From an optimization exercise on the open Yosys and OpenROAD flow, aimed at a short achievable clock period; shortcuts taken in it are not production practice.
Where RTL was checked, it was by simulation tests only, not by an equivalence proof against the original.
Function not checked in runs 1 to 4: the RTL went through the layout flow alone.
In runs 6 and 7 the design's own scripts or RTL, not TritonCTS, make the clock network.
No driver is modelled on the clock port, so clock power and skew are understated where the tree is cut down; a real chip needs a root buffer or a tree.
Power figures rest on the tool's default switching activity, not on a simulated workload.

===== design/flow/design.v =====
module alu (
    input  wire [7:0] g,
    input  wire [7:0] p,
    output wire [7:0] result
);
    wire [7:0] g1, p1, g2, p2, g3;
    assign g1 = g | (p & {g[6:0], 1'b0});
    assign p1 = p & {p[6:0], 1'b1};
    assign g2 = g1 | (p1 & {g1[5:0], 2'b0});
    assign p2 = p1 & {p1[5:0], 2'b11};
    assign g3 = g2 | (p2 & {g2[3:0], 4'b0});
    assign result = p ^ {g3[6:0], 1'b0};
endmodule
module register (
    input  wire       clk,
    input  wire       reset,
    input  wire [7:0] dsel,       
    input  wire       dvalid,     
    input  wire       wdata,      
    input  wire       new_d,      
    input  wire [3:0] rd,         
    input  wire       byp,        
    input  wire       is_add,     
    input  wire       imm_b,      
    output reg        op1,        
    output reg        add_g,
    output reg        add_p
);
    reg [7:0] r;
    reg       operand2;           
    integer i;
    always @(posedge clk)
        for (i = 0; i < 8; i = i + 1)
            if (dsel[i]) r[i] <= wdata;
    wire rnew   = !rd[3] && (byp ? wdata : r[rd[2:0]]);
    wire rold   = dvalid && wdata;
    wire op1_nx = new_d ? rnew : rold;
    wire b_nx   = (!reset && is_add) ? imm_b : operand2;
    always @(posedge clk) begin
        op1 <= op1_nx;
        add_g <= op1_nx & b_nx;
        add_p <= op1_nx ^ b_nx;
        if (!reset && is_add) operand2 <= imm_b;
    end
endmodule
module memory #(
    parameter LB = 3,
    parameter NP = 1 << (8 - LB),
    parameter NL = 1 << LB
) (
    input  wire          clk,
    input  wire          reset,
    input  wire [7:0]    imm,        
    input  wire          imm_b,      
    input  wire          is_li,      
    input  wire          is_st,
    input  wire          is_ld,
    input  wire          is_add,
    input  wire          we_nx,      
    input  wire          new_a,      
    input  wire          sel_wb,     
    input  wire [NP-1:0] a_hi_oh,    
    input  wire          op1,        
    input  wire          sum,        
    output wire          wdata,      
    output reg           result      
);
    reg          mem [0:255];
    reg [NP-1:0] pn;
    reg [NP-1:0] s_new;           
    reg          s_old, s_wb;     
    reg [NP-1:0] wsel;            
    reg [NL-1:0] lo_oh;           
    reg          we;              
    reg          hold;            
    reg          ma_old, wb;
    reg          w_reg;           
    reg          w_h;             
    integer i, j;
    assign wdata = w_h ? hold : w_reg;
    always @(posedge clk)
        for (i = 0; i < 256; i = i + 1)
            if (wsel[i / NL] && lo_oh[i % NL]) mem[i] <= wdata;
    wire [LB-1:0] lo_new = imm[LB-1:0];
    wire [NP-1:0] hi_new = {{(NP-1){1'b0}}, 1'b1} << imm[7:LB];
    always @(posedge clk)
        for (j = 0; j < NP; j = j + 1)
            pn[j] <= mem[(j << LB) | lo_new];
    wire m_at_a   = |(pn & s_new) | (ma_old & s_old) | (wb & s_wb);
    wire data_out = we ? hold : m_at_a;      
    always @(posedge clk) begin
        hold <= data_out;
        ma_old <= m_at_a;
        wb <= wdata;
        s_new <= (new_a && !sel_wb) ? hi_new : {NP{1'b0}};
        s_old <= !new_a && !sel_wb;
        s_wb <= sel_wb;
        w_h <= !reset && is_ld;
        if (new_a) lo_oh <= {{(NL-1){1'b0}}, 1'b1} << lo_new;
        if (reset)
            w_reg <= wdata;
        else if (is_li)
            w_reg <= imm_b;
        else if (is_st)
            w_reg <= op1;
        else if (is_add)
            w_reg <= sum;
        else
            w_reg <= wdata;
    end
    always @(posedge clk or posedge reset) begin
        if (reset) begin
            we <= 1'b0;
            wsel <= {NP{1'b0}};
            result <= 1'b0;
        end else begin
            we <= we_nx;
            wsel <= we_nx ? (new_a ? hi_new : a_hi_oh) : {NP{1'b0}};
            if (is_ld)  result <= data_out;
            if (is_add) result <= sum;
        end
    end
endmodule
module cpu (
    input wire clk,               
    input wire reset,             
    input wire [15:0] instr,      
    output wire [7:0] result      
);
    localparam LB = 3;
    localparam NP = 1 << (8 - LB);
    wire [2:0] op  = instr[14:12];
    wire [3:0] rd  = instr[11:8];
    wire [7:0] imm = instr[7:0];
    wire is_li  = (op == 3'b000);
    wire is_st  = (op == 3'b001);
    wire is_ld  = (op == 3'b010);
    wire is_add = (op == 3'b011);
    wire we_nx  = is_li | is_st | is_add;
    wire new_a = !reset && (is_st || is_ld);
    wire new_d = !reset && !op[2];
    reg          write_enable;    
    reg [7:0]    addr;            
    reg [NP-1:0] a_hi_oh;         
    reg [7:0]    dsel;            
    reg [3:0]    dest_reg;        
    reg [3:0]    dest_q;          
    wire a_hit  = write_enable && (addr == imm);
    wire sel_wb = new_a ? a_hit : write_enable;
    wire dvalid = !dest_q[3];
    wire byp    = dvalid && (dest_q[2:0] == rd[2:0]);
    wire [7:0] wdata, operand1, add_g, add_p, alu_result;
    alu alu_inst (.g(add_g), .p(add_p), .result(alu_result));
    genvar b;
    generate
        for (b = 0; b < 8; b = b + 1) begin : bit_slice
            memory #(.LB(LB)) mem_inst (
                .clk(clk), .reset(reset), .imm(imm), .imm_b(imm[b]),
                .is_li(is_li), .is_st(is_st), .is_ld(is_ld), .is_add(is_add),
                .we_nx(we_nx), .new_a(new_a), .sel_wb(sel_wb), .a_hi_oh(a_hi_oh),
                .op1(operand1[b]), .sum(alu_result[b]),
                .wdata(wdata[b]), .result(result[b])
            );
            register reg_file (
                .clk(clk), .reset(reset), .dsel(dsel), .dvalid(dvalid),
                .wdata(wdata[b]), .new_d(new_d), .rd(rd), .byp(byp),
                .is_add(is_add), .imm_b(imm[b]),
                .op1(operand1[b]), .add_g(add_g[b]), .add_p(add_p[b])
            );
        end
    endgenerate
    always @(posedge clk or posedge reset) begin
        if (reset)
            write_enable <= 1'b0;
        else
            write_enable <= we_nx;
    end
    always @(posedge clk) begin
        dest_q <= new_d ? rd : dest_reg;
        if (new_d) begin
            dsel <= rd[3] ? 8'b0 : (8'b1 << rd[2:0]);
            dest_reg <= rd;
        end
        if (new_a) begin
            addr <= imm;
            a_hi_oh <= {{(NP-1){1'b0}}, 1'b1} << imm[7:LB];
        end
    end
endmodule

===== design/flow/run.sh =====
#!/bin/bash
# synth_recipe.tcl (not shown) runs the flow's synth.tcl, then flattens the netlist and writes it again
# the make line also repeats each setting of config.mk as NAME=value (left out here)
make -C /OpenROAD-flow-scripts/flow DESIGN_CONFIG=/design/flow/config.mk WORK_HOME=/design/flow/orfs CLKGATE_MAP_FILE= SYNTH_SCRIPT=/design/flow/synth_recipe.tcl finish

===== design/flow/config.mk =====
export PLATFORM = sky130hd
export DESIGN_NAME = cpu
export DESIGN_NICKNAME = cpu
export VERILOG_FILES = /design/flow/design.v
export SDC_FILE = /design/flow/constraint.sdc
export NUM_CORES = 8
export LEC_CHECK = 0
export CAP_MARGIN = 20
export CORE_MARGIN = 2
export CORE_UTILIZATION = 40
export SETUP_SLACK_MARGIN = 2.4
export SLEW_MARGIN = 20
export SYNTH_HIERARCHICAL = 1

===== design/flow/constraint.sdc =====
create_clock -name core_clock -period 4.0 [get_ports {clk}]
set_input_delay 0.8000 -clock core_clock [delete_from_list [all_inputs] [get_ports {clk}]]
set_output_delay 0.8000 -clock core_clock [all_outputs]
set_load 0.01 [all_outputs]

==> flow_summary.toml, run 1 <==
[grt]
grt_pass1_wl_um = 521000
grt_pass1_vias = 75600
overflow = 0
antenna_found_initial = 23
grt_max_degree = 167
grt_util_all_layers_pct = 22.9

[setup_path]
start_kind = "flip-flop"
required_ps = 3200
worstPathCellList = "buf_6"
critical_path_class = "flip-flop to primary output"
cp_max_fo = 2
cp-end-kind = "primary output"
critical_path.top_delay_family = "flip-flops"
slowest_delay_ps = 500
cp_data_arrival_time_ps = 1620
worst-path-buf-inv = 1
slowest_stage = "dfrtp_2"

[final_layout]
nFillCells = 25900
largest_reg_flops = 2048
final_cell_mix = "2304 x and2_1, 2228 x edfxtp_1, 1090 x a22oi_1"
final_cells = 13500
layout-drive-gt1-share_pct = 17.0
area_delta_synth_final_pct = 18.7
nets = 9294
top_register = "bit_slice.mem_inst.mem"
layout_commonest_cell = "and2_1"

[synth]
netlist_instances = 8956
netlist_area_um2 = 122000
mappedNetlistNets = 8983
ys_warn_count = 10
avgSynthCellArea_um2 = 13.6

[power]
cellPowerDensity_nw_per_um2 = 551
total_power_uw = 79500
power_leakage_uw = 0.0518
ir_drop_mv = 0.545

[die]
start_util_pct = 40.2
die_w_um = 556
rows = 202
io-pin-count = 26
core_um2 = 303000
fp.dieH_um = 556
die_area_um2 = 309000

[timing]
rsz0062_at_grt = "true"
worstMarginPinSlew_ps = 775
finClkSkew_ps = 82.1
max_freq_mhz = 413
finalMaxSlewViolations = 0
hold_viol_final = 0
finalSetupTns_ps = 0
finalCriticalPeriod_ps = 2420
finalSetupViolCount = 0
fin_crit_sh_pct = 60.6
slew-limit-headroom_pct = 48.3

[routing]
vias = 77000
routed_via_density = 5.69
wl_per_cell_um = 27.1
drt_wl_total_um = 366000
drc = 0
drt_pass1_iterations = 6
ant_nets = 0
drtIter0Drc = 8798

[placed_design]
placedCellCount = 12700
port_buffers = 24
hpwl_um = 185000
routabilityCongestion = 0.834

[clocking]
clock_sinks = 3100
cts-root-buf = "clkbuf_16"
clk_path_buf_depth = 4
clk_latency_ps = 980
numCtsBuffers = 336
htree_num_levels = 5
path_clk_slew_ps = 60
tritoncts = "done"

[min_path]
worst_hold_path_type = "input port to asynchronous set/reset pin"

[run]
drv_cap = 0

[status]
status = "finished clean"
## metrics by stage
step	area [um2]	utilization, %	hold WS, ps	setup WS (ps)
after floorplan	122000	-	444	-1100
after global placement	127000	42.0	455	442
after detailed placement	127000	42.0	458	437
after CTS	142000	46.9	81.2	1530
after global routing	144000	47.7	95.1	1540
final	144000	47.7	124	1580
## path summary, 6_finish.rpt
kind / startpoint / end / slack, ps / cells after the start
min in group core_clock: instr[9] / dest_reg[1] / 370 / 1
setup / recovery: bit_slice[0].mem_inst.result / result[0] / 1580 / 1
setup reg to reg: bit_slice[0].reg_file.add_g / bit_slice[7].mem_inst.w_reg / 1740 / 12
hold reg to reg: bit_slice[6].mem_inst.mem[148] / bit_slice[6].mem_inst.pn[18] / 430 / 2
max in group asynchronous: reset / bit_slice[3].mem_inst.wsel[27] / 3100 / 4
hold / removal: reset / write_enable / 120 / 3
## area by class of cell
type / count / area [um2] / share of cell area [%]
Antenna cell: 12 / 30.0 / 0.0208
Clock buffer: 497 / 9820 / 6.80
Clock inverter: 107 / 1030 / 0.717
Inverter: 284 / 1070 / 0.738
Multi-Input combinational cell: 5064 / 36000 / 25.0
Sequential cell: 3100 / 85800 / 59.4
Tap cell: 3978 / 4980 / 3.45
Timing Repair Buffer: 481 / 5580 / 3.87
## report_power, final
part	total (uW)	leakage, uW	switching (uW)	internal [uW]
clock network	30600	0.00534	12500	18100
logic	8080	0.0178	5150	2930
registers	40900	0.0287	1690	39200
total	79500	0.0518	19300	60200
## worst register-to-register path, cell delays in order, from the launching register on
cell and delay, ps:
dfxtp_4 360, buf_6 110, buf_6 100, a21oi_4 110, nor2b_2 70, a311oi_2 360, a21oi_2 180, xor2_1 190
nand2b_4 170, o21ai_2 60, o21ai_1 80, mux2i_1 240, a21oi_1 110
## routing by layer
layer	part of all wire, %	vias to the layer above	global-route usage (%)
li1	-	33400	-
met1	41	39400	31.2
met2	46	3416	36.7
met3	8.5	780	3.86
met4	4.5	8	8.79
met5	0.014	-	0
## repair_timing
item,in CTS,in global routing
setup endpoints to repair,2687,929
hold buffers,0,0
gates cloned,48,13
pin swaps,126,107
resized for setup,504,381
buffers inserted,124,60
==> run 2: changes to the inputs <==
--- a/design/flow/config.mk
+++ b/design/flow/config.mk
@@ -8,5 +8,5 @@
 export CAP_MARGIN = 20
 export CORE_MARGIN = 2
-export CORE_UTILIZATION = 40
+export CORE_UTILIZATION = 65
 export SETUP_SLACK_MARGIN = 2.4
 export SLEW_MARGIN = 20
==> run 2 against run 1 <==
Still clean. Non-clock buffer count increased by 11. Critical path depth unchanged. Via count up 0.46%. Global-route usage rose by 12 points. Sequential share of layout area increased by 1.1 points. Worst hold slack gained 18 ps. Final area decreased by 1.8%. Combinational power down 2%. Highest routed layer unchanged.
==> flow_summary.toml, run 2 <==
[timing]
hold_viol_final = 0
finClkSkew_ps = 33.3
rsz0062_at_grt = "true"
finalMaxSlewViolations = 0
max_freq_mhz = 417
finalCriticalPeriod_ps = 2400
worstMarginPinSlew_ps = 1200
finalSetupTns_ps = 0
fin_crit_sh_pct = 59.9
finalSetupViolCount = 0
slew-limit-headroom_pct = 19.6

[final_layout]
nFillCells = 11200
final_cell_area_um2 = 142000
largest_reg_flops = 2048
layout_commonest_cell = "and2_1"
nets = 9284
area_delta_synth_final_pct = 16.5
final_cell_mix = "2303 x and2_1, 2228 x edfxtp_1, 1100 x a22oi_1"
top_register = "bit_slice.mem_inst.mem"
layout-drive-gt1-share_pct = 16.5

[routing]
drt_wl_total_um = 347000
drc = 0
drt_pass1_iterations = 8
ant_nets = 0
drtIter0Drc = 9831
wl_per_cell_um = 28.9
routed_via_density = 6.45
vias = 77300

[placed_design]
placed_area_um2 = 125000
routabilityCongestion = 0.881
port_buffers = 24
hpwl_um = 178000

[clocking]
numCtsBuffers = 319
clock_sinks = 3100
path_clk_slew_ps = 60
htree_num_levels = 5
clk_path_buf_depth = 4
tritoncts = "done"
cts-root-buf = "clkbuf_16"
hold_buffers = 0
clk_latency_ps = 960

[status]
status = "finished clean"

[setup_path]
cp_data_arrival_time_ps = 1600
slowest_stage = "dfrtp_2"
reg2reg_slack_ps = 1720
required_ps = 3200
timing.rr.end = "bit_slice[6].mem_inst.w_reg"
cp_max_fo = 2
critical_path_class = "flip-flop to primary output"
critical_path.top_delay_family = "flip-flops"
r2r_cells = 11
worstPathCellList = "buf_6"
slowest_delay_ps = 490
worst-path-buf-inv = 1
cp-end-kind = "primary output"
start_kind = "flip-flop"
r2r_start = "bit_slice[0].reg_file.add_g"

[grt]
overflow = 0
grt_pass1_vias = 75100
grt_pass1_wl_um = 494000
grt_util_all_layers_pct = 35.4
antenna_found_initial = 20
grt_max_degree = 127

[power]
cellPowerDensity_nw_per_um2 = 548
power_leakage_uw = 0.0514
ir_drop_mv = 0.427

[die]
fp.dieH_um = 437
die_w_um = 437
die_area_um2 = 191000
io-pin-count = 26
rows = 158
core_um2 = 186000
start_util_pct = 65.5

[run]
drv_cap = 0

[synth]
netlist_area_um2 = 122000
avgSynthCellArea_um2 = 13.6
ys_warn_count = 10
netlist_instances = 8956
mappedNetlistNets = 8983

[min_path]
worst_hold_path_type = "input port to asynchronous set/reset pin"
-- run 2: area by class of cell --
type                            instances  area (um2)  share of cell area (%)
Tap cell                             2480        3100                    2.19
Multi-Input combinational cell       5060       36100                    25.5
Antenna cell                           18        45.0                  0.0318
Inverter                              284        1070                   0.752
Clock buffer                          461        9140                    6.45
Timing Repair Buffer                  492        5560                    3.92
Clock inverter                        104         907                   0.640
Sequential cell                      3100       85800                    60.5
-- run 2: metrics by stage --
step	std cells	hold WS [ps]	setup slack (ps)	power (uW)	utilization, %
3_5_place_dp	11200	457	525	47900	67.5
6_report	12000	142	1600	77700	76.4
5_1_grt	12000	128	1580	79900	76.3
2_1_floorplan	8956	444	-1100	45000	-
4_1_cts	11900	107	1550	77300	74.4
3_3_place_gp	11200	455	549	47500	67.5
-- run 2: routing by layer --
layer	up-vias	global-route usage [%]	wire length (um)
li1	33300	-	-
met1	39200	48.9	133000
met2	4054	55.1	161000
met3	768	6.98	35600
met4	10	15.4	17100
met5	-	0	70
-- run 2: power by group --
part	switching (uW)	internal (uW)
registers	1640	39200
clock network	12100	16900
logic	5030	2910
-- run 2: repair_timing --
action                                  in CTS  in global routing
endpoints found under the setup margin    2651               1291
setup buffers                              126                 72
pin swaps                                   76                137
gates resized for setup                    308                601
cloned                                      37                 17
-- run 2: worst max path at each step --
stage | from | to | slack, ps | depth (start not counted)
global placement | instr[13] | bit_slice[4].mem_inst.wsel[14] | 550 | 8
floorplan | instr[12] | bit_slice[0].mem_inst.wsel[14] | -1100 | 5
CTS | bit_slice[3].mem_inst.result | result[3] | 1550 | 1
global route | bit_slice[3].mem_inst.result | result[3] | 1580 | 1
detailed placement | instr[13] | bit_slice[6].mem_inst.wsel[14] | 520 | 8
finish | bit_slice[3].mem_inst.result | result[3] | 1600 | 1
==> run 3: changes to the inputs <==
--- a/design/flow/design.v
+++ b/design/flow/design.v
@@ -51,14 +51,6 @@
     input  wire          clk,
     input  wire          reset,
-    input  wire [7:0]    imm,        
+    input  wire [14:0]   instr,      
     input  wire          imm_b,      
-    input  wire          is_li,      
-    input  wire          is_st,
-    input  wire          is_ld,
-    input  wire          is_add,
-    input  wire          we_nx,      
-    input  wire          new_a,      
-    input  wire          sel_wb,     
-    input  wire [NP-1:0] a_hi_oh,    
     input  wire          op1,        
     input  wire          sum,        
@@ -66,17 +58,27 @@
     output reg           result      
 );
+    wire [2:0] op  = instr[14:12];
+    wire [7:0] imm = instr[7:0];
+    wire is_li  = (op == 3'b000);
+    wire is_st  = (op == 3'b001);
+    wire is_ld  = (op == 3'b010);
+    wire is_add = (op == 3'b011);
+    wire new_a  = !reset && (is_st || is_ld);
     reg          mem [0:255];
     reg [NP-1:0] pn;
     reg [NP-1:0] s_new;           
     reg          s_old, s_wb;     
+    reg [7:0]    addr;            
+    reg [NP-1:0] a_hi_oh;         
+    reg [NL-1:0] lo_oh;           
     reg [NP-1:0] wsel;            
-    reg [NL-1:0] lo_oh;           
     reg          we;              
     reg          hold;            
     reg          ma_old, wb;
+    reg          sumr;            
     reg          w_reg;           
-    reg          w_h;             
+    reg          w_h, w_s;        
     integer i, j;
-    assign wdata = w_h ? hold : w_reg;
+    assign wdata = w_h ? hold : (w_s ? sumr : w_reg);
     always @(posedge clk)
         for (i = 0; i < 256; i = i + 1)
@@ -87,23 +89,26 @@
         for (j = 0; j < NP; j = j + 1)
             pn[j] <= mem[(j << LB) | lo_new];
-    wire m_at_a   = |(pn & s_new) | (ma_old & s_old) | (wb & s_wb);
+    wire m_at_a   = s_wb ? wb : (|(pn & s_new) | (ma_old & s_old));
     wire data_out = we ? hold : m_at_a;      
+    wire a_hit = we && (addr == imm);
     always @(posedge clk) begin
         hold <= data_out;
         ma_old <= m_at_a;
         wb <= wdata;
-        s_new <= (new_a && !sel_wb) ? hi_new : {NP{1'b0}};
-        s_old <= !new_a && !sel_wb;
-        s_wb <= sel_wb;
+        sumr <= sum;
+        s_new <= new_a ? hi_new : {NP{1'b0}};
+        s_old <= !new_a;
+        s_wb <= new_a ? a_hit : we;
         w_h <= !reset && is_ld;
-        if (new_a) lo_oh <= {{(NL-1){1'b0}}, 1'b1} << lo_new;
-        if (reset)
-            w_reg <= wdata;
-        else if (is_li)
+        w_s <= !reset && is_add;
+        if (new_a) begin
+            addr <= imm;
+            a_hi_oh <= hi_new;
+            lo_oh <= {{(NL-1){1'b0}}, 1'b1} << lo_new;
+        end
+        if (!reset && is_li)
             w_reg <= imm_b;
-        else if (is_st)
+        else if (!reset && is_st)
             w_reg <= op1;
-        else if (is_add)
-            w_reg <= sum;
         else
             w_reg <= wdata;
@@ -115,6 +120,6 @@
             result <= 1'b0;
         end else begin
-            we <= we_nx;
-            wsel <= we_nx ? (new_a ? hi_new : a_hi_oh) : {NP{1'b0}};
+            we <= is_li | is_st | is_add;
+            wsel <= is_st ? hi_new : ((is_li | is_add) ? a_hi_oh : {NP{1'b0}});
             if (is_ld)  result <= data_out;
             if (is_add) result <= sum;
@@ -129,23 +134,12 @@
 );
     localparam LB = 3;
-    localparam NP = 1 << (8 - LB);
     wire [2:0] op  = instr[14:12];
     wire [3:0] rd  = instr[11:8];
     wire [7:0] imm = instr[7:0];
-    wire is_li  = (op == 3'b000);
-    wire is_st  = (op == 3'b001);
-    wire is_ld  = (op == 3'b010);
     wire is_add = (op == 3'b011);
-    wire we_nx  = is_li | is_st | is_add;
-    wire new_a = !reset && (is_st || is_ld);
-    wire new_d = !reset && !op[2];
-    reg          write_enable;    
-    reg [7:0]    addr;            
-    reg [NP-1:0] a_hi_oh;         
+    wire new_d  = !reset && !op[2];
     reg [7:0]    dsel;            
     reg [3:0]    dest_reg;        
     reg [3:0]    dest_q;          
-    wire a_hit  = write_enable && (addr == imm);
-    wire sel_wb = new_a ? a_hit : write_enable;
     wire dvalid = !dest_q[3];
     wire byp    = dvalid && (dest_q[2:0] == rd[2:0]);
@@ -156,7 +150,5 @@
         for (b = 0; b < 8; b = b + 1) begin : bit_slice
             memory #(.LB(LB)) mem_inst (
-                .clk(clk), .reset(reset), .imm(imm), .imm_b(imm[b]),
-                .is_li(is_li), .is_st(is_st), .is_ld(is_ld), .is_add(is_add),
-                .we_nx(we_nx), .new_a(new_a), .sel_wb(sel_wb), .a_hi_oh(a_hi_oh),
+                .clk(clk), .reset(reset), .instr(instr[14:0]), .imm_b(imm[b]),
                 .op1(operand1[b]), .sum(alu_result[b]),
                 .wdata(wdata[b]), .result(result[b])
@@ -170,10 +162,4 @@
         end
     endgenerate
-    always @(posedge clk or posedge reset) begin
-        if (reset)
-            write_enable <= 1'b0;
-        else
-            write_enable <= we_nx;
-    end
     always @(posedge clk) begin
         dest_q <= new_d ? rd : dest_reg;
@@ -182,8 +168,4 @@
             dest_reg <= rd;
         end
-        if (new_a) begin
-            addr <= imm;
-            a_hi_oh <= {{(NP-1){1'b0}}, 1'b1} << imm[7:LB];
-        end
     end
 endmodule
==> run 3 against run 2 <==
Wire length is 8.5% lower. Sequential share of layout area rose by 3.2 points. Clock skew up 1.9 ps. Critical path depth did not move. Sequential cell count rose by 295. Power grew 7.9%. Synthesized cell count increased by 3.0%. Count of clock-buffer cells in the layout up 40. Critical endpoint unchanged.
==> flow_summary.toml, run 3 <==
[clocking]
clock_sinks = 3395
clk_latency_ps = 940
htree_num_levels = 5
clk_path_buf_depth = 4
numCtsBuffers = 346
cts-root-buf = "clkbuf_16"
path_clk_slew_ps = 60
tritoncts = "done"

[placed_design]
place_ws_ps = 719
port_buffers = 24
hpwl_um = 163000
routabilityCongestion = 0.809

[final_layout]
regArea_um2 = 94500
final_util_pct = 74.3
largest_reg_flops = 2048
nets = 9480
area_delta_synth_final_pct = 13.7
layout_commonest_cell = "edfxtp_1"
final_cell_mix = "2508 x edfxtp_1, 2056 x and2_1, 1048 x a22oi_1"
layout-drive-gt1-share_pct = 12.0
nFillCells = 12800
multiInputGateArea_um2 = 34300
top_register = "bit_slice.mem_inst.mem"

[timing]
worstMarginPinSlew_ps = 869
fin_crit_sh_pct = 59.4
finalMaxSlewViolations = 0
hold_viol_final = 0
max_freq_mhz = 421
finalCriticalPeriod_ps = 2380
slew-limit-headroom_pct = 42.1
setup_slack_ps = 1620
finalSetupTns_ps = 0
rsz0062_at_grt = "true"
finClkSkew_ps = 35.2
finalSetupViolCount = 0

[routing]
drc = 0
routed_via_density = 6.28
drt_pass1_iterations = 7
vias = 77700
ant_nets = 0
wl_per_cell_um = 25.7
drtIter0Drc = 8626
drt_wl_total_um = 318000

[synth]
netlist_instances = 9221
ys_warn_count = 10
avgSynthCellArea_um2 = 14.1
mappedNetlistNets = 9248
netlist_area_um2 = 130000

[power]
combPwrFrac_pct = 9.5
cellPowerDensity_nw_per_um2 = 566
sw_frac_of_total_pct = 23.4
ir_drop_mv = 0.542
power_leakage_uw = 0.0522
p_int_uw = 64200
p_switching_uw = 19600
seqPwrFrac_pct = 53.4
p_clk_share_pct = 37.1

[setup_path]
critical_path.top_delay_family = "flip-flops"
start_kind = "flip-flop"
slowest_stage = "dfrtp_2"
cp_data_arrival_time_ps = 1580
cp-end-kind = "primary output"
worstPathCellList = "buf_6"
worst-path-buf-inv = 1
reg2reg_slack_ps = 1800
required_ps = 3200
timing.rr.end = "bit_slice[6].mem_inst.result"
r2r_start = "bit_slice[0].reg_file.add_g"
critical_path_class = "flip-flop to primary output"
slowest_delay_ps = 490
cp_max_fo = 2
r2r_cells = 9

[die]
die_area_um2 = 204000
rows = 164
fp.dieH_um = 452
die_w_um = 452
io-pin-count = 26
start_util_pct = 65.3
core_um2 = 199000

[run]
drv_cap = 0

[grt]
antenna_found_initial = 9
grt_util_all_layers_pct = 30.7
overflow = 0
grt_pass1_wl_um = 473000
grt_max_degree = 141
grt_pass1_vias = 77300

[status]
status = "finished clean"

[min_path]
worst_hold_path_type = "input port to asynchronous set/reset pin"
run 3: final cells by class:
type                       instances  area share, %
clock buffer                     501           6.68
clock inverter                   115          0.627
timing repair inverter             1        0.00338
multi-input combinational       5136           23.1
timing repair buffer             427           3.14
tap                             2656           2.24
antenna                            6         0.0101
sequential                      3395           63.8
inverter                         146          0.394
run 3: how the worst max path moves through the flow:
stage                                       startpoint                          endpoint  slack, ps  depth (start not counted)
after global placement                       instr[12]  bit_slice[2].mem_inst.a_hi_oh[3]        770                          5
after CTS                 bit_slice[3].mem_inst.result                         result[3]       1560                          1
final                     bit_slice[3].mem_inst.result                         result[3]       1620                          1
after floorplan              bit_slice[0].mem_inst.w_s       bit_slice[0].reg_file.add_p        220                          5
after global routing      bit_slice[3].mem_inst.result                         result[3]       1590                          1
after detailed placement                     instr[12]    bit_slice[6].mem_inst.lo_oh[4]        720                          5
run 3: layer usage:
| layer | vias up | routed length (um) | GRT usage (%) |
|---|---|---|---|
| met4 | 0 | 9720 | 10.2 |
| met3 | 614 | 24000 | 4.42 |
| li1 | 34500 | - | - |
| met1 | 39500 | 129000 | 42.8 |
| met2 | 3081 | 155000 | 50.3 |
| met5 | - | 0 | 0 |
run 3: power groups by stage:
stage               registers [uW]  logic (uW)  clock network, uW
detailed placement           45600        6810                  0
floorplan                    45100        4380                  0
finish                       44800        7970              31100
CTS                          44800        7630              31300
global placement             45500        6550                  0
global route                 45100        8600              32700
run 3: timing repair:
item	in CTS	in global routing
endpoints found under the hold margin	0	0
buffers inserted	101	37
hold buffers	0	0
pin swaps	66	50
endpoints found under the setup margin	4151	2153
cloned	17	14
resized for setup	216	98
run 3: metrics by stage:
| stage | area [um2] | power (uW) | std cells | hold slack, ps |
|---|---|---|---|---|
| finish | 148000 | 83800 | 12400 | 176 |
| global route | 148000 | 86400 | 12400 | 164 |
| CTS | 147000 | 83800 | 12300 | 198 |
| detailed placement | 134000 | 52400 | 11600 | 442 |
| global placement | 134000 | 52000 | 11600 | 436 |
| floorplan | 130000 | 49500 | 9221 | 408 |
==> run 4: changes to the inputs <==
--- a/design/flow/design.v
+++ b/design/flow/design.v
@@ -2,13 +2,38 @@
     input  wire [7:0] g,
     input  wire [7:0] p,
-    output wire [7:0] result
-);
-    wire [7:0] g1, p1, g2, p2, g3;
-    assign g1 = g | (p & {g[6:0], 1'b0});
-    assign p1 = p & {p[6:0], 1'b1};
-    assign g2 = g1 | (p1 & {g1[5:0], 2'b0});
-    assign p2 = p1 & {p1[5:0], 2'b11};
-    assign g3 = g2 | (p2 & {g2[3:0], 4'b0});
-    assign result = p ^ {g3[6:0], 1'b0};
+    output wire [7:0] carry
+);
+    wire [7:0] g1, p1, g2, p2, g3, p3;
+    genvar i;
+    generate
+        for (i = 0; i < 8; i = i + 1) begin : prefix
+            if (i >= 1) begin : l1
+                alu_pg c (.gh(g[i]), .ph(p[i]), .gl(g[i-1]), .pl(p[i-1]), .g(g1[i]), .p(p1[i]));
+            end else begin : l1_pass
+                assign g1[i] = g[i];
+                assign p1[i] = p[i];
+            end
+            if (i >= 2) begin : l2
+                alu_pg c (.gh(g1[i]), .ph(p1[i]), .gl(g1[i-2]), .pl(p1[i-2]), .g(g2[i]), .p(p2[i]));
+            end else begin : l2_pass
+                assign g2[i] = g1[i];
+                assign p2[i] = p1[i];
+            end
+            if (i >= 4) begin : l3
+                alu_pg c (.gh(g2[i]), .ph(p2[i]), .gl(g2[i-4]), .pl(p2[i-4]), .g(g3[i]), .p(p3[i]));
+            end else begin : l3_pass
+                assign g3[i] = g2[i];
+                assign p3[i] = p2[i];
+            end
+        end
+    endgenerate
+    assign carry = {g3[6:0], 1'b0};
+endmodule
+module alu_pg (
+    input  wire gh, ph, gl, pl,
+    output wire g, p
+);
+    assign g = gh | (ph & gl);
+    assign p = ph & pl;
 endmodule
 module register (
@@ -16,9 +41,7 @@
     input  wire       reset,
     input  wire [7:0] dsel,       
-    input  wire       dvalid,     
     input  wire       wdata,      
     input  wire       new_d,      
     input  wire [3:0] rd,         
-    input  wire       byp,        
     input  wire       is_add,     
     input  wire       imm_b,      
@@ -28,4 +51,5 @@
 );
     reg [7:0] r;
+    reg [3:0] dest;               
     reg       operand2;           
     integer i;
@@ -33,14 +57,26 @@
         for (i = 0; i < 8; i = i + 1)
             if (dsel[i]) r[i] <= wdata;
+    wire dvalid = !dest[3];
+    wire byp    = dvalid && (dest[2:0] == rd[2:0]);
     wire rnew   = !rd[3] && (byp ? wdata : r[rd[2:0]]);
     wire rold   = dvalid && wdata;
     wire op1_nx = new_d ? rnew : rold;
     wire b_nx   = (!reset && is_add) ? imm_b : operand2;
+    wire p_nx;
+    register_xor px (.a(op1_nx), .b(b_nx), .y(p_nx));
     always @(posedge clk) begin
         op1 <= op1_nx;
         add_g <= op1_nx & b_nx;
-        add_p <= op1_nx ^ b_nx;
+        add_p <= p_nx;
+        if (new_d) dest <= rd;
         if (!reset && is_add) operand2 <= imm_b;
     end
+endmodule
+module register_xor (
+    input  wire a,
+    input  wire b,
+    output wire y
+);
+    assign y = a ^ b;
 endmodule
 module memory #(
@@ -54,5 +90,6 @@
     input  wire          imm_b,      
     input  wire          op1,        
-    input  wire          sum,        
+    input  wire          add_p,      
+    input  wire          carry,      
     output wire          wdata,      
     output reg           result      
@@ -81,4 +118,5 @@
     integer i, j;
     assign wdata = w_h ? hold : (w_s ? sumr : w_reg);
+    wire sum = add_p ^ carry;                
     always @(posedge clk)
         for (i = 0; i < 256; i = i + 1)
@@ -114,4 +152,9 @@
             w_reg <= wdata;
     end
+    wire res_nx;
+    resmux rmux (
+        .is_add(is_add), .add_p(add_p), .carry(carry),
+        .other(is_ld ? data_out : result), .out(res_nx)
+    );
     always @(posedge clk or posedge reset) begin
         if (reset) begin
@@ -122,8 +165,18 @@
             we <= is_li | is_st | is_add;
             wsel <= is_st ? hi_new : ((is_li | is_add) ? a_hi_oh : {NP{1'b0}});
-            if (is_ld)  result <= data_out;
-            if (is_add) result <= sum;
+            result <= res_nx;
         end
     end
+endmodule
+module resmux (
+    input  wire is_add,
+    input  wire add_p,
+    input  wire carry,
+    input  wire other,
+    output wire out
+);
+    wire if_c0 = is_add ? add_p : other;
+    wire if_c1 = is_add ? !add_p : other;
+    assign out = carry ? if_c1 : if_c0;
 endmodule
 module cpu (
@@ -140,10 +193,6 @@
     wire new_d  = !reset && !op[2];
     reg [7:0]    dsel;            
-    reg [3:0]    dest_reg;        
-    reg [3:0]    dest_q;          
-    wire dvalid = !dest_q[3];
-    wire byp    = dvalid && (dest_q[2:0] == rd[2:0]);
-    wire [7:0] wdata, operand1, add_g, add_p, alu_result;
-    alu alu_inst (.g(add_g), .p(add_p), .result(alu_result));
+    wire [7:0] wdata, operand1, add_g, add_p, carry;
+    alu alu_inst (.g(add_g), .p(add_p), .carry(carry));
     genvar b;
     generate
@@ -151,10 +200,10 @@
             memory #(.LB(LB)) mem_inst (
                 .clk(clk), .reset(reset), .instr(instr[14:0]), .imm_b(imm[b]),
-                .op1(operand1[b]), .sum(alu_result[b]),
+                .op1(operand1[b]), .add_p(add_p[b]), .carry(carry[b]),
                 .wdata(wdata[b]), .result(result[b])
             );
             register reg_file (
-                .clk(clk), .reset(reset), .dsel(dsel), .dvalid(dvalid),
-                .wdata(wdata[b]), .new_d(new_d), .rd(rd), .byp(byp),
+                .clk(clk), .reset(reset), .dsel(dsel),
+                .wdata(wdata[b]), .new_d(new_d), .rd(rd),
                 .is_add(is_add), .imm_b(imm[b]),
                 .op1(operand1[b]), .add_g(add_g[b]), .add_p(add_p[b])
@@ -162,10 +211,5 @@
         end
     endgenerate
-    always @(posedge clk) begin
-        dest_q <= new_d ? rd : dest_reg;
-        if (new_d) begin
-            dsel <= rd[3] ? 8'b0 : (8'b1 << rd[2:0]);
-            dest_reg <= rd;
-        end
-    end
-endmodule
+    always @(posedge clk)
+        if (new_d) dsel <= rd[3] ? 8'b0 : (8'b1 << rd[2:0]);
+endmodule
==> run 4 against run 3 <==
First-iteration DRC count up 5.3%. Sequential share of layout area decreased by 0.095 points. Sequential cell count is 28 higher. Clock power hardly changed. Register-to-register slack improved by 200 ps. Global-route usage up 0.053 points. Power grew 1.4%. Via count is 2.6% higher. Worst setup slack worse by 18 ps. Utilization shrank 0.22 points. Die area rose by 1.5%. Worst hold slack improved by 17 ps. Largest power group unchanged.
==> flow_summary.toml, run 4 <==
[timing]
finalSetupViolCount = 0
finalMaxSlewViolations = 0
max_freq_mhz = 418
setup_slack_ps = 1610
worstMarginPinSlew_ps = 827
fin_crit_sh_pct = 59.9
finalSetupTns_ps = 0
finalCriticalPeriod_ps = 2390
hold_viol_final = 0
slew-limit-headroom_pct = 44.9
finClkSkew_ps = 35.4
rsz0062_at_grt = "true"

[final_layout]
final_cells = 12700
regArea_um2 = 95300
nets = 9802
layout-drive-gt1-share_pct = 11.6
nFillCells = 13100
final_util_pct = 74.0
top_register = "bit_slice.mem_inst.mem"
multiInputGateArea_um2 = 35000
largest_reg_flops = 2048
layout_commonest_cell = "edfxtp_1"
final_cell_mix = "2536 x edfxtp_1, 2064 x and2_1, 1064 x a22oi_1"
area_delta_synth_final_pct = 13.2

[clocking]
clk_latency_ps = 950
clock_sinks = 3423
numCtsBuffers = 350
clk_path_buf_depth = 4
hold_buffers = 0
cts-root-buf = "clkbuf_16"
htree_num_levels = 5
path_clk_slew_ps = 60
tritoncts = "done"

[die]
io-pin-count = 26
rows = 165
start_util_pct = 65.4
core_um2 = 202000
die_area_um2 = 207000
die_w_um = 455
fp.dieH_um = 455

[setup_path]
slowest_delay_ps = 490
r2r_cells = 7
critical_path_class = "flip-flop to primary output"
start_kind = "flip-flop"
slowest_stage = "dfrtp_2"
cp_max_fo = 2
r2r_start = "bit_slice[3].mem_inst.s_new[15]"
critical_path.top_delay_family = "flip-flops"
worstPathCellList = "buf_6"
crit_end = "result[2]"
cp_num_cells = 1
crit_start = "bit_slice[2].mem_inst.result"
timing.rr.end = "bit_slice[3].mem_inst.result"
cp_data_arrival_time_ps = 1590
reg2reg_slack_ps = 2000
worst-path-buf-inv = 1
cp-end-kind = "primary output"
required_ps = 3200

[routing]
drt_wl_total_um = 323000
ant_nets = 0
routed_via_density = 6.26
drt_pass1_iterations = 6
vias = 79800
wl_per_cell_um = 25.4
drc = 0
drtIter0Drc = 9082

[placed_design]
port_buffers = 24
hpwl_um = 162000
place_ws_ps = 777
routabilityCongestion = 0.792
placedCellCount = 11900

[synth]
mappedNetlistNets = 9630
avgSynthCellArea_um2 = 13.8
netlist_instances = 9612
netlist_area_um2 = 132000
ys_warn_count = 10

[min_path]
worst_hold_path_type = "input port to asynchronous set/reset pin"

[grt]
overflow = 0
grt_max_degree = 134
antenna_found_initial = 18
grt_pass1_wl_um = 481000
grt_util_all_layers_pct = 30.8
grt_pass1_vias = 78700

[power]
ir_drop_mv = 0.527
cellPowerDensity_nw_per_um2 = 568
total_power_uw = 84900
power_leakage_uw = 0.0528

[status]
status = "finished clean"

[run]
drv_cap = 0
-- run 4: stage by stage --
stage          cell area (um2)  hold WS [ps]
3_3_place_gp            136000           447
3_5_place_dp            136000           445
6_report                150000           193
2_1_floorplan           132000           431
4_1_cts                 149000           156
5_1_grt                 150000           190
-- run 4: repair_timing --
item / in CTS / in global routing
resized for setup: 181 / 84
endpoints found under the setup margin: 4114 / 1422
buffers inserted: 119 / 25
pin swaps: 68 / 33
cloned: 20 / 11
-- run 4: where the power goes --
group          internal, uW  switching [uW]
clock network         18200           13000
registers             44000            1610
logic                  2970            5240
-- run 4: area by class of cell --
type                       instances  area share [%]
antenna                            5         0.00836
clock buffer                     530            6.70
clock inverter                    99           0.558
inverter                          48           0.139
multi-input combinational       5498            23.4
sequential                      3423            63.7
tap                             2672            2.23
timing repair buffer             462            3.27
timing repair inverter             1         0.00251
-- run 4: worst min-delay path by stage --
stage	from	to	slack, ps	cells after the start
after floorplan	bit_slice[0].mem_inst.wb	bit_slice[0].mem_inst.ma_old	430	2
after global placement	bit_slice[3].mem_inst.wb	bit_slice[3].mem_inst.ma_old	450	2
after detailed placement	bit_slice[6].mem_inst.wb	bit_slice[6].mem_inst.ma_old	440	2
after CTS	reset	bit_slice[6].mem_inst.we	160	3
after global routing	instr[8]	bit_slice[0].reg_file.dest[0]	190	1
final	reset	bit_slice[6].mem_inst.we	190	3
-- run 4: metal layers --
metal | share of wire (%) | vias to the layer above | track usage (%)
met5 | 0 | - | 0
met4 | 2.5 | 0 | 8.39
met3 | 8.5 | 568 | 4.12
met2 | 48 | 3313 | 50.2
met1 | 41 | 40300 | 44.0
li1 | - | 35600 | -
==> run 5: changes to the inputs <==
--- a/design/flow/design.v
+++ b/design/flow/design.v
@@ -127,10 +127,31 @@
         for (j = 0; j < NP; j = j + 1)
             pn[j] <= mem[(j << LB) | lo_new];
-    wire m_at_a   = s_wb ? wb : (|(pn & s_new) | (ma_old & s_old));
-    wire data_out = we ? hold : m_at_a;      
+    wire [NP/2-1:0] x_pair;
+    wire [NP/8-1:0] x_oct;
+    genvar k;
+    generate
+        for (k = 0; k < NP / 2; k = k + 1) begin : pair
+            memory_ao22n g (.a(pn[2*k]), .b(s_new[2*k]), .c(pn[2*k+1]), .d(s_new[2*k+1]), .y(x_pair[k]));
+        end
+        for (k = 0; k < NP / 8; k = k + 1) begin : oct
+            memory_nand4 g (.a(x_pair[4*k]), .b(x_pair[4*k+1]), .c(x_pair[4*k+2]), .d(x_pair[4*k+3]), .y(x_oct[k]));
+        end
+    endgenerate
+    wire x_lo_n, x_hi_n, x;
+    memory_nor3 x_lo (.a(x_oct[0]), .b(x_oct[1]), .c(ma_old & s_old), .y(x_lo_n));
+    memory_nor2 x_hi (.a(x_oct[2]), .b(x_oct[3]), .y(x_hi_n));
+    memory_nand2 x_all (.a(x_lo_n), .b(x_hi_n), .y(x));
+    wire hold_nx, ma_nx, res_nx;
+    memory_sel hsel (.x(x), .sx(!we && !s_wb), .e(we ? hold : (s_wb && wb)), .out(hold_nx));
+    memory_sel msel (.x(x), .sx(!s_wb), .e(s_wb && wb), .out(ma_nx));
+    memory_res rsel (
+        .x(x), .sx(!is_add && is_ld && !we && !s_wb),
+        .e(!is_add && (is_ld ? (we ? hold : (s_wb && wb)) : result)),
+        .carry(carry), .a0(is_add && add_p), .a1(is_add && !add_p), .out(res_nx)
+    );
     wire a_hit = we && (addr == imm);
     always @(posedge clk) begin
-        hold <= data_out;
-        ma_old <= m_at_a;
+        hold <= hold_nx;
+        ma_old <= ma_nx;
         wb <= wdata;
         sumr <= sum;
@@ -152,9 +173,4 @@
             w_reg <= wdata;
     end
-    wire res_nx;
-    resmux rmux (
-        .is_add(is_add), .add_p(add_p), .carry(carry),
-        .other(is_ld ? data_out : result), .out(res_nx)
-    );
     always @(posedge clk or posedge reset) begin
         if (reset) begin
@@ -169,14 +185,24 @@
     end
 endmodule
-module resmux (
-    input  wire is_add,
-    input  wire add_p,
-    input  wire carry,
-    input  wire other,
-    output wire out
-);
-    wire if_c0 = is_add ? add_p : other;
-    wire if_c1 = is_add ? !add_p : other;
-    assign out = carry ? if_c1 : if_c0;
+module memory_ao22n (input wire a, b, c, d, output wire y);
+    assign y = !((a & b) | (c & d));
+endmodule
+module memory_nand4 (input wire a, b, c, d, output wire y);
+    assign y = !(a & b & c & d);
+endmodule
+module memory_nor3 (input wire a, b, c, output wire y);
+    assign y = !(a | b | c);
+endmodule
+module memory_nor2 (input wire a, b, output wire y);
+    assign y = !(a | b);
+endmodule
+module memory_nand2 (input wire a, b, output wire y);
+    assign y = !(a & b);
+endmodule
+module memory_sel (input wire x, sx, e, output wire out);
+    assign out = (x & sx) | e;
+endmodule
+module memory_res (input wire x, sx, e, carry, a0, a1, output wire out);
+    assign out = (x & sx) | e | (carry ? a1 : a0);
 endmodule
 module cpu (
==> run 5 against run 4 <==
Still clean on timing, DRC and antenna. Fmax down 0.17%. Count of clock-buffer cells in the layout is 11 higher. Register-to-register slack improved by 220 ps. Clock skew fell by 2.4 ps. Cell count is 4.9% higher. Critical path type unchanged. Critical endpoint is now result[5].
==> flow_summary.toml, run 5 <==
[die]
die_area_um2 = 218000
rows = 169
io-pin-count = 26
die_w_um = 466
core_um2 = 212000
fp.dieH_um = 466
start_util_pct = 65.5

[grt]
overflow = 0
grt_max_degree = 161
grt_pass1_wl_um = 489000
antenna_found_initial = 13
grt_util_all_layers_pct = 29.4
grt_pass1_vias = 81500

[setup_path]
required_ps = 3200
r2r_cells = 6
cp_data_arrival_time_ps = 1600
slowest_delay_ps = 500
timing.rr.end = "bit_slice[3].reg_file.add_g"
worst-path-buf-inv = 1
reg2reg_slack_ps = 2220
worstPathCellList = "buf_6"
start_kind = "flip-flop"
cp-end-kind = "primary output"
slowest_stage = "dfrtp_2"
r2r_start = "bit_slice[3].reg_file.r[7]"
cp_max_fo = 2
critical_path.top_delay_family = "flip-flops"
critical_path_class = "flip-flop to primary output"

[timing]
finClkSkew_ps = 33.0
worstMarginPinSlew_ps = 995
slew-limit-headroom_pct = 33.6
finalSetupViolCount = 0
finalMaxSlewViolations = 0
hold_viol_final = 0
rsz0062_at_grt = "true"
finalSetupTns_ps = 0
max_freq_mhz = 417
fin_crit_sh_pct = 60.0
finalCriticalPeriod_ps = 2400

[clocking]
numCtsBuffers = 353
cts-root-buf = "clkbuf_16"
htree_num_levels = 5
clock_sinks = 3423
clk_latency_ps = 960
tritoncts = "done"
clk_path_buf_depth = 4
path_clk_slew_ps = 60

[routing]
drt_pass1_iterations = 8
drt_wl_total_um = 323000
vias = 81300
drtIter0Drc = 7857
wl_per_cell_um = 24.2
routed_via_density = 6.09
drc = 0
ant_nets = 0

[placed_design]
routabilityCongestion = 0.800
hpwl_um = 178000
port_buffers = 24

[synth]
netlist_instances = 10100
mappedNetlistNets = 10100
avgSynthCellArea_um2 = 13.7
netlist_area_um2 = 139000
ys_warn_count = 10

[status]
status = "finished clean"

[power]
cellPowerDensity_nw_per_um2 = 553
power_leakage_uw = 0.0563
ir_drop_mv = 0.517

[min_path]
worst_hold_path_type = "input port to asynchronous set/reset pin"

[final_layout]
nets = 10300
final_cell_mix = "2536 x edfxtp_1, 2069 x and2_1, 800 x nand2_1"
layout_commonest_cell = "edfxtp_1"
nFillCells = 13900
largest_reg_flops = 2048
area_delta_synth_final_pct = 12.2
final_util_pct = 73.4
top_register = "bit_slice.mem_inst.mem"
layout-drive-gt1-share_pct = 14.5

[run]
drv_cap = 0
## run 5: cell count changes in the layout (fill, tap and decap cells not counted), sizes merged, moves of 136 or more
cell	previous run	this run
mux4	8	144
a22oi	1072	224
mux2i	32	288
mux2	8	144
a221oi	32	176
nor2b	16	176
nand4	272	32
nand2	584	808
## run 5: layer usage
metal / track usage (%) / part of all wire [%] / up-vias
li1: - / - / 36800
met1: 40.8 / 42 / 41500
met2: 49.5 / 49 / 2528
met3: 3.89 / 6.3 / 556
met4: 7.74 / 2.6 / 4
met5: 0 / 0.0081 / -
## run 5: repair_timing
item | in CTS | in global routing
hold buffers | 1 | 0
gates cloned | 17 | 9
endpoints found under the setup margin | 3871 | 1317
gates resized for setup | 166 | 87
pin swaps | 17 | 14
endpoints found under the hold margin | 2 | 0
buffers inserted | 95 | 45
## run 5: area by class of cell
class	count	area, um2	area share [%]
Multi-Input combinational cell	5954	40700	26.1
Clock inverter	92	708	0.454
Clock buffer	541	10300	6.63
Timing Repair Buffer	462	4970	3.19
Inverter	64	289	0.185
Antenna cell	9	22.5	0.0145
Sequential cell	3423	95300	61.1
Tap cell	2821	3530	2.26
## run 5: worst max-delay path by stage
| stage | startpoint | end | cells past startpoint |
|---|---|---|---|
| 6_report | bit_slice[5].mem_inst.result | result[5] | 1 |
| 4_1_cts | bit_slice[5].mem_inst.result | result[5] | 1 |
| 2_1_floorplan | bit_slice[0].mem_inst.w_s | bit_slice[0].reg_file.add_p | 6 |
| 5_1_grt | bit_slice[5].mem_inst.result | result[5] | 1 |
| 3_5_place_dp | instr[2] | bit_slice[0].mem_inst.pn[3] | 6 |
| 3_3_place_gp | instr[2] | bit_slice[0].mem_inst.pn[15] | 6 |
## run 5: through the flow
stage / setup WS [ps] / total power (uW) / hold slack [ps] / instance area, um2 / std cells
after global routing: 1560 / 89000 / 182 / 156000 / 13400
after floorplan: 375 / 51500 / 441 / 139000 / 10100
after CTS: 1550 / 86200 / 169 / 155000 / 13300
final: 1600 / 86200 / 192 / 156000 / 13400
after global placement: 861 / 54000 / 451 / 142000 / 12600
after detailed placement: 817 / 54400 / 456 / 142000 / 12600
## run 5: power breakdown
group          total (uW)  internal [uW]  leakage, uW  switching (uW)
clock network       31500          18400      0.00540           13100
registers           45700          44000       0.0318            1660
logic                9010           3500       0.0191            5510
==> run 6: changes to the inputs <==
--- a/design/flow/design.v
+++ b/design/flow/design.v
@@ -93,5 +93,5 @@
     input  wire          carry,      
     output wire          wdata,      
-    output reg           result      
+    output wire          res_nx      
 );
     wire [2:0] op  = instr[14:12];
@@ -111,4 +111,5 @@
     reg [NP-1:0] wsel;            
     reg          we;              
+    reg          result;          
     reg          hold;            
     reg          ma_old, wb;
@@ -142,5 +143,5 @@
     memory_nor2 x_hi (.a(x_oct[2]), .b(x_oct[3]), .y(x_hi_n));
     memory_nand2 x_all (.a(x_lo_n), .b(x_hi_n), .y(x));
-    wire hold_nx, ma_nx, res_nx;
+    wire hold_nx, ma_nx;
     memory_sel hsel (.x(x), .sx(!we && !s_wb), .e(we ? hold : (s_wb && wb)), .out(hold_nx));
     memory_sel msel (.x(x), .sx(!s_wb), .e(s_wb && wb), .out(ma_nx));
@@ -210,5 +211,5 @@
     input wire reset,             
     input wire [15:0] instr,      
-    output wire [7:0] result      
+    output reg  [7:0] result      
 );
     localparam LB = 3;
@@ -219,5 +220,5 @@
     wire new_d  = !reset && !op[2];
     reg [7:0]    dsel;            
-    wire [7:0] wdata, operand1, add_g, add_p, carry;
+    wire [7:0] wdata, operand1, add_g, add_p, carry, res_nx;
     alu alu_inst (.g(add_g), .p(add_p), .carry(carry));
     genvar b;
@@ -227,5 +228,5 @@
                 .clk(clk), .reset(reset), .instr(instr[14:0]), .imm_b(imm[b]),
                 .op1(operand1[b]), .add_p(add_p[b]), .carry(carry[b]),
-                .wdata(wdata[b]), .result(result[b])
+                .wdata(wdata[b]), .res_nx(res_nx[b])
             );
             register reg_file (
@@ -239,3 +240,8 @@
     always @(posedge clk)
         if (new_d) dsel <= rd[3] ? 8'b0 : (8'b1 << rd[2:0]);
-endmodule
+    always @(posedge clk or posedge reset)
+        if (reset)
+            result <= 8'b0;
+        else
+            result <= res_nx;
+endmodule
==> design/flow/flow/run.sh (new file) <==
#!/bin/bash
# The standard layout, with the clock tree built by flow/mcts.tcl in place
# of TritonCTS: leaf clkbuf_16 buffers drive about 20 flip-flops each, two
# levels of clkbuf_16 above them share the fanout evenly, and the 4 top
# buffers hang on the clock port. Everything else is the standard.sh.
set -euo pipefail
export PRE_CTS_TCL="$PWD/flow/mcts.tcl"
export MCTS_LEAF=20 MCTS_LEVELS=2 MCTS_ROOTS=4
bash standard.sh > standard.log 2>&1
==> design/flow/flow/mcts.tcl (new file) <==
# Clock tree built by recursive bisection of the clock sinks: leaf buffers
# drive about MCTS_LEAF flip-flops each, MCTS_LEVELS levels of buffers
# above them share the fanout evenly, and the top level, of at most
# MCTS_ROOTS buffers, hangs on the clock port.
# Sourced as ORFS's PRE_CTS_TCL hook: it replaces clock_tree_synthesis.

proc mcts_env {name default} {
  if {[info exists ::env($name)] && $::env($name) ne ""} { return $::env($name) }
  return $default
}

# Split items ({x y payload} triples) into k groups of near-equal size,
# cutting along the longer side of their bounding box.
proc mcts_bisect {items k} {
  if {$k <= 1} { return [list $items] }
  set xs {}; set ys {}
  foreach it $items { lappend xs [lindex $it 0]; lappend ys [lindex $it 1] }
  set xs [lsort -real $xs]; set ys [lsort -real $ys]
  set dx [expr {[lindex $xs end] - [lindex $xs 0]}]
  set dy [expr {[lindex $ys end] - [lindex $ys 0]}]
  set idx [expr {$dx >= $dy ? 0 : 1}]
  set sorted [lsort -real -index $idx $items]
  set k1 [expr {$k / 2}]
  set k2 [expr {$k - $k1}]
  set n [llength $sorted]
  set n1 [expr {int(round(double($n) * $k1 / $k))}]
  set a [lrange $sorted 0 [expr {$n1 - 1}]]
  set b [lrange $sorted $n1 end]
  return [concat [mcts_bisect $a $k1] [mcts_bisect $b $k2]]
}

proc mcts_centroid {group} {
  set sx 0.0; set sy 0.0
  foreach it $group { set sx [expr {$sx + [lindex $it 0]}]; set sy [expr {$sy + [lindex $it 1]}] }
  set n [llength $group]
  return [list [expr {$sx / $n}] [expr {$sy / $n}]]
}

proc mcts_build {} {
  set leaf [mcts_env MCTS_LEAF 24]
  set levels [mcts_env MCTS_LEVELS 1]
  set roots [mcts_env MCTS_ROOTS 4]
  set bufname [mcts_env MCTS_BUF sky130_fd_sc_hd__clkbuf_16]
  set block [ord::get_db_block]
  set master [[ord::get_db] findMaster $bufname]
  set clkport [mcts_env MCTS_CLOCK_PORT clk]
  set clk [$block findNet $clkport]
  set items {}
  foreach it [$clk getITerms] {
    set bb [[$it getInst] getBBox]
    lappend items [list [expr {([$bb xMin] + [$bb xMax]) / 2.0}] [expr {([$bb yMin] + [$bb yMax]) / 2.0}] $it]
  }
  set n [llength $items]
  puts "mcts: $n clock sinks on $clkport"
  foreach it $items { [lindex $it 2] disconnect }
  set nleaf [expr {int(ceil(double($n) / $leaf))}]
  set fan [expr {int(ceil(pow(double($nleaf) / $roots, 1.0 / $levels)))}]
  if {$fan < 2} { set fan 2 }
  set level 0
  set per $leaf
  while {1} {
    set k [expr {int(ceil(double([llength $items]) / $per))}]
    if {$k < 1} { set k 1 }
    set groups [mcts_bisect $items $k]
    set next {}
    set i 0
    foreach g $groups {
      set c [mcts_centroid $g]
      set name "mcts_l${level}_$i"
      set inst [odb::dbInst_create $block $master $name]
      $inst setLocation [expr {int([lindex $c 0])}] [expr {int([lindex $c 1])}]
      $inst setPlacementStatus PLACED
      set net [odb::dbNet_create $block "${name}_net"]
      $net setSigType CLOCK
      [$inst findITerm X] connect $net
      foreach it $g {
        set p [lindex $it 2]
        if {[string match "*dbITerm*" $p]} { $p connect $net } else { [$p findITerm A] connect $net }
      }
      lappend next [list [lindex $c 0] [lindex $c 1] $inst]
      incr i
    }
    puts "mcts: level $level has $k buffers"
    incr level
    set items $next
    set per $fan
    if {[llength $items] <= $roots} { break }
  }
  foreach it $items { [[lindex $it 2] findITerm A] connect $clk }
}

rename clock_tree_synthesis mcts_orig_clock_tree_synthesis
proc clock_tree_synthesis {args} { mcts_build }
==> design/flow/standard.sh (new file) <==
#!/bin/bash
# synth_recipe.tcl (not shown) runs the flow's synth.tcl, then flattens the netlist and writes it again
# the make line also repeats each setting of config.mk as NAME=value (left out here)
make -C /OpenROAD-flow-scripts/flow DESIGN_CONFIG=/design/flow/config.mk WORK_HOME=/design/flow/orfs CLKGATE_MAP_FILE= SYNTH_SCRIPT=/design/flow/synth_recipe.tcl "${@:-finish}"
removed: design/flow/run.sh
==> run 6 against run 5 <==
Worst setup slack improved by 210 ps. Worst hold slack improved by 240 ps. Synthesized cell count is essentially flat. Largest power group unchanged. Highest routed layer unchanged.
==> flow_summary.toml, run 6 <==
[die]
fp.dieH_um = 467
die_area_um2 = 218000
rows = 169
start_util_pct = 65.5
io-pin-count = 26
core_um2 = 213000
die_w_um = 467

[grt]
grt_util_all_layers_pct = 39.2
antenna_found_initial = 15
grt_pass1_vias = 93900
overflow = 0
grt_max_degree = 210
grt_pass1_wl_um = 627000

[timing]
hold_viol_final = 0
fin_crit_sh_pct = 54.8
finalSetupViolCount = 0
slew-limit-headroom_pct = 50.2
worstMarginPinSlew_ps = 747
finalCriticalPeriod_ps = 2190
rsz0062_at_grt = "true"
finalSetupTns_ps = 0
finClkSkew_ps = 63.1
finalMaxSlewViolations = 0
max_freq_mhz = 456

[final_layout]
final_cell_mix = "2536 x edfxtp_1, 2064 x and2_1, 617 x buf_4"
layout-drive-gt1-share_pct = 35.0
nets = 11400
nFillCells = 9357
layout_commonest_cell = "edfxtp_1"
final_cells = 14200
area_delta_synth_final_pct = 29.7
largest_reg_flops = 2048
top_register = "bit_slice.mem_inst.mem"

[synth]
ys_warn_count = 10
mappedNetlistNets = 10100
avgSynthCellArea_um2 = 13.7
netlist_instances = 10100
netlist_area_um2 = 139000

[setup_path]
worst-path-buf-inv = 1
cp_max_fo = 1
slowest_delay_ps = 590
critical_path.top_delay_family = "flip-flops"
worstPathCellList = "buf_6"
slowest_stage = "dfrtp_2"
cp_data_arrival_time_ps = 1390
required_ps = 3200
start_kind = "flip-flop"
critical_path_class = "flip-flop to primary output"
cp-end-kind = "primary output"

[routing]
drt_wl_total_um = 452000
vias = 95200
wl_per_cell_um = 31.7
drtIter0Drc = 12600
drc = 0
routed_via_density = 6.69
drt_pass1_iterations = 6
ant_nets = 0

[power]
cellPowerDensity_nw_per_um2 = 445
ir_drop_mv = 0.381
total_power_uw = 80300
power_leakage_uw = 0.0679

[clocking]
hold_buffers = 0
path_clk_slew_ps = 100
clk_latency_ps = 650

[min_path]
worst_hold_path_type = "input port to asynchronous set/reset pin"

[run]
drv_cap = 0

[placed_design]
hpwl_um = 178000
routabilityCongestion = 0.804
port_buffers = 24
placedCellCount = 12600

[status]
status = "finished clean"
[run 6: area by class of cell]
cell class	count	area, um2	area share (%)
buffer	201	5030	2.79
inverter	65	445	0.247
tap	2821	3530	1.96
timing repair inverter	8	87.6	0.0485
multi-input combinational	5984	50200	27.8
timing repair buffer	1712	25700	14.2
antenna	20	50.0	0.0277
sequential	3431	95500	52.9
[run 6: path summary, 6_finish.rpt]
check                                                   start                        endpoint  slack (ps)  cells past startpoint
worst min register to register  bit_slice[7].mem_inst.mem[75]     bit_slice[7].mem_inst.pn[9]         470                      1
worst max-delay path                                result[3]                       result[3]        1810                      1
worst max register to register   bit_slice[5].mem_inst.pn[22]                       result[5]        2070                      6
worst min-delay path                                    reset  bit_slice[5].mem_inst.wsel[20]         430                      4
min in group core_clock                             instr[11]   bit_slice[7].reg_file.dest[3]         460                      1
max in group asynchronous                               reset  bit_slice[0].mem_inst.wsel[30]        3000                      5
[run 6: through the flow]
step           area (um2)  util, %  setup slack [ps]  hold WS [ps]
3_5_place_dp       143000     67.1               744           458
4_1_cts            176000     82.7              1620           458
6_report           181000     84.9              1810           430
5_1_grt            180000     84.9              1840           448
3_3_place_gp       143000     67.1               746           454
2_1_floorplan      139000        -               375           441
[run 6: what timing repair did]
item | in CTS | in global routing
resized for setup | 2943 | 747
setup buffers | 957 | 149
pin swaps | 593 | 323
gates cloned | 300 | 21
setup endpoints to repair | 4383 | 1875
[run 6: per-layer routing]
layer  track usage (%)  up-vias  share of wire, %
li1                  -    39000                 -
met4              19.6        2               6.5
met3              8.74     1813                12
met1              51.9    47800                35
met5                 0        -            0.0018
met2              61.6     6638                46
[run 6: where the power goes]
group          switching [uW]  internal (uW)  total, uW  leakage [uW]
Combinational            7650           6250      13900        0.0335
Sequential               1980          44100      46100        0.0319
Clock                   11400           9000      20400       0.00248
Total                   21000          59300      80300        0.0679
==> run 7: changes to the inputs <==
--- a/design/flow/design.v
+++ b/design/flow/design.v
@@ -93,5 +93,5 @@
     input  wire          carry,      
     output wire          wdata,      
-    output wire          res_nx      
+    output reg           result      
 );
     wire [2:0] op  = instr[14:12];
@@ -111,5 +111,4 @@
     reg [NP-1:0] wsel;            
     reg          we;              
-    reg          result;          
     reg          hold;            
     reg          ma_old, wb;
@@ -143,5 +142,5 @@
     memory_nor2 x_hi (.a(x_oct[2]), .b(x_oct[3]), .y(x_hi_n));
     memory_nand2 x_all (.a(x_lo_n), .b(x_hi_n), .y(x));
-    wire hold_nx, ma_nx;
+    wire hold_nx, ma_nx, res_nx;
     memory_sel hsel (.x(x), .sx(!we && !s_wb), .e(we ? hold : (s_wb && wb)), .out(hold_nx));
     memory_sel msel (.x(x), .sx(!s_wb), .e(s_wb && wb), .out(ma_nx));
@@ -211,5 +210,5 @@
     input wire reset,             
     input wire [15:0] instr,      
-    output reg  [7:0] result      
+    output wire [7:0] result      
 );
     localparam LB = 3;
@@ -220,5 +219,5 @@
     wire new_d  = !reset && !op[2];
     reg [7:0]    dsel;            
-    wire [7:0] wdata, operand1, add_g, add_p, carry, res_nx;
+    wire [7:0] wdata, operand1, add_g, add_p, carry;
     alu alu_inst (.g(add_g), .p(add_p), .carry(carry));
     genvar b;
@@ -228,5 +227,5 @@
                 .clk(clk), .reset(reset), .instr(instr[14:0]), .imm_b(imm[b]),
                 .op1(operand1[b]), .add_p(add_p[b]), .carry(carry[b]),
-                .wdata(wdata[b]), .res_nx(res_nx[b])
+                .wdata(wdata[b]), .result(result[b])
             );
             register reg_file (
@@ -240,8 +239,3 @@
     always @(posedge clk)
         if (new_d) dsel <= rd[3] ? 8'b0 : (8'b1 << rd[2:0]);
-    always @(posedge clk or posedge reset)
-        if (reset)
-            result <= 8'b0;
-        else
-            result <= res_nx;
-endmodule
+endmodule
--- a/design/flow/config.mk
+++ b/design/flow/config.mk
@@ -8,6 +8,6 @@
 export CAP_MARGIN = 20
 export CORE_MARGIN = 2
-export CORE_UTILIZATION = 65
-export SETUP_SLACK_MARGIN = 2.4
+export CORE_UTILIZATION = 72
+export SETUP_SLACK_MARGIN = 2.2
 export SLEW_MARGIN = 20
 export SYNTH_HIERARCHICAL = 1
==> run 7 against run 6 <==
Clock power increased by 2%. Final area down 3.2%. Combinational power down 7%. Synthesized cell count about the same. Global-route usage is 7.2 points higher.
==> flow_summary.toml, run 7 <==
[status]
status = "finished clean"

[grt]
grt_max_degree = 266
grt_pass1_wl_um = 667000
grtUsageMet1_pct = 57.1
use_met3_pct = 12.7
gr-usage-met2_pct = 71.4
antenna_found_initial = 25
busiest_layer = "met2"
overflow = 0
grt_util_all_layers_pct = 46.4
grt_pass1_vias = 99500

[clocking]
clk_latency_ps = 680
path_clk_slew_ps = 90

[final_layout]
layout-drive-gt1-share_pct = 32.0
top_register = "bit_slice.mem_inst.mem"
largest_reg_flops = 2048
final_cell_mix = "2536 x edfxtp_1, 2066 x and2_1, 613 x dfxtp_1"
area_delta_synth_final_pct = 25.8
nets = 11200
final_util_pct = 90.9
layout_commonest_cell = "edfxtp_1"
nFillCells = 6266

[placed_design]
routabilityCongestion = 0.819
hpwl_um = 176000
place_ws_ps = 949
port_buffers = 24

[timing]
fin_crit_sh_pct = 54.0
max_freq_mhz = 463
finalCriticalPeriod_ps = 2160
setup_slack_ps = 1840
finalSetupViolCount = 0
finClkSkew_ps = 85.3
finalSetupTns_ps = 0
hold_viol_final = 0
worstMarginPinSlew_ps = 1050
slew-limit-headroom_pct = 29.8
rsz0062_at_grt = "true"
finalMaxSlewViolations = 0

[setup_path]
cp_data_arrival_time_ps = 1360
cp-end-kind = "primary output"
r2r_cells = 2
critical_path.top_delay_family = "flip-flops"
worstPathCellList = "buf_6"
cp_max_fo = 2
slowest_stage = "dfrtp_2"
critical_path_class = "flip-flop to primary output"
cp_num_cells = 1
slowest_delay_ps = 520
start_kind = "flip-flop"
required_ps = 3200
worst-path-buf-inv = 1

[power]
cellPowerDensity_nw_per_um2 = 458
power_leakage_uw = 0.0658
ir_drop_mv = 0.385

[routing]
routed_via_density = 7.31
ant_nets = 0
drt_wl_total_um = 496000
vias = 100000
drtIter0Drc = 16900
drt_pass1_iterations = 12
wl_per_cell_um = 36.2
drc = 0

[die]
rows = 161
die_w_um = 443
fp.dieH_um = 443
die_area_um2 = 197000
start_util_pct = 72.3
core_um2 = 192000
io-pin-count = 26

[min_path]
worst_hold_path_type = "input port to asynchronous set/reset pin"

[synth]
mappedNetlistNets = 10100
avgSynthCellArea_um2 = 13.7
ys_warn_count = 10
netlist_instances = 10100
netlist_area_um2 = 139000

[run]
drv_cap = 0
## run 7: power breakdown
| group | switching, uW | total (uW) | leakage [uW] | internal [uW] |
|---|---|---|---|---|
| clock network | 11800 | 20800 | 0.00248 | 9010 |
| logic | 7670 | 12900 | 0.0315 | 5220 |
| registers | 2290 | 46300 | 0.0318 | 44000 |
## run 7: final cells by class
| class | count | area (um2) | area share, % |
|---|---|---|---|
| sequential | 3423 | 95300 | 54.5 |
| multi-input combinational | 5982 | 49000 | 28.0 |
| timing repair buffer | 1455 | 21600 | 12.4 |
| buffer | 201 | 5030 | 2.88 |
| tap | 2526 | 3160 | 1.81 |
| inverter | 64 | 479 | 0.274 |
| timing repair inverter | 10 | 106 | 0.0609 |
| antenna | 25 | 62.6 | 0.0358 |
## run 7: worst min-delay path, stage by stage
cell and delay [ps]:
buf_16 130, buf_4 200, inv_1 150
## run 7: stage by stage
stage | area, um2 | instances | power, uW | hold slack (ps)
floorplan | 139000 | 10100 | 51500 | 441
global placement | 142000 | 12300 | 53800 | 450
detailed placement | 142000 | 12300 | 54400 | 458
CTS | 173000 | 13600 | 73200 | 458
global route | 175000 | 13700 | 81200 | 254
finish | 175000 | 13700 | 80000 | 237
## run 7: path summary, 6_finish.rpt
kind                                           startpoint                        endpoint  slack [ps]
max                          bit_slice[7].mem_inst.result                       result[7]        1840
min                                                 reset        bit_slice[6].mem_inst.we         240
max reg2reg                bit_slice[7].mem_inst.lo_oh[2]  bit_slice[7].mem_inst.mem[170]        1970
min reg2reg                bit_slice[1].mem_inst.mem[203]    bit_slice[1].mem_inst.pn[25]         460
max in group asynchronous                           reset  bit_slice[4].mem_inst.wsel[26]        2820
min in group core_clock    bit_slice[1].mem_inst.mem[203]    bit_slice[1].mem_inst.pn[25]         460
## run 7: routing by layer
| metal | routed length, um | part of all wire (%) |
|---|---|---|
| met5 | 90 | 0.018 |
| met4 | 50600 | 10 |
| met3 | 75200 | 15 |
| met2 | 219000 | 44 |
| met1 | 151000 | 30 |
## run 7: timing repair
action	4_1_cts	5_1_grt
hold endpoints to repair	0	0
gates resized for setup	2935	216
hold buffers	0	0
pin swaps	545	81
cloned	277	3
setup endpoints to repair	3513	1735
buffers inserted	826	87

[static timing again, ports no longer ideal]
No port has a modelled driver above. Below, the same layouts with a new extraction and two added sets of constraints.
Step 1 assumes that a clkbuf_16 drives the clock port and a buf_2 every other input.
Step 2 also shifts input and output timing later by t, the mid clock arrival at the registers, as if the neighbouring blocks saw the same clock.
Slacks: ideal / step 1 / step 2; pairs: ideal / step 1.
| run | t (ns) | setup WS [ns] |
|---|---|---|
| run 1 | 1.051 | 1.576 / 1.466 / 0.840 |
| run 2 | 1.039 | 1.603 / 1.505 / 0.839 |
| run 3 | 1.014 | 1.624 / 1.535 / 1.006 |
| run 4 | 1.024 | 1.605 / 1.513 / 1.221 |
| run 5 | 1.044 | 1.601 / 1.503 / 1.128 |
| run 6 | 0.853 | 1.807 / 1.581 / 0.843 |
| run 7 | 0.859 | 1.841 / 1.597 / 0.738 |
After both steps every run listed still meets setup and hold.
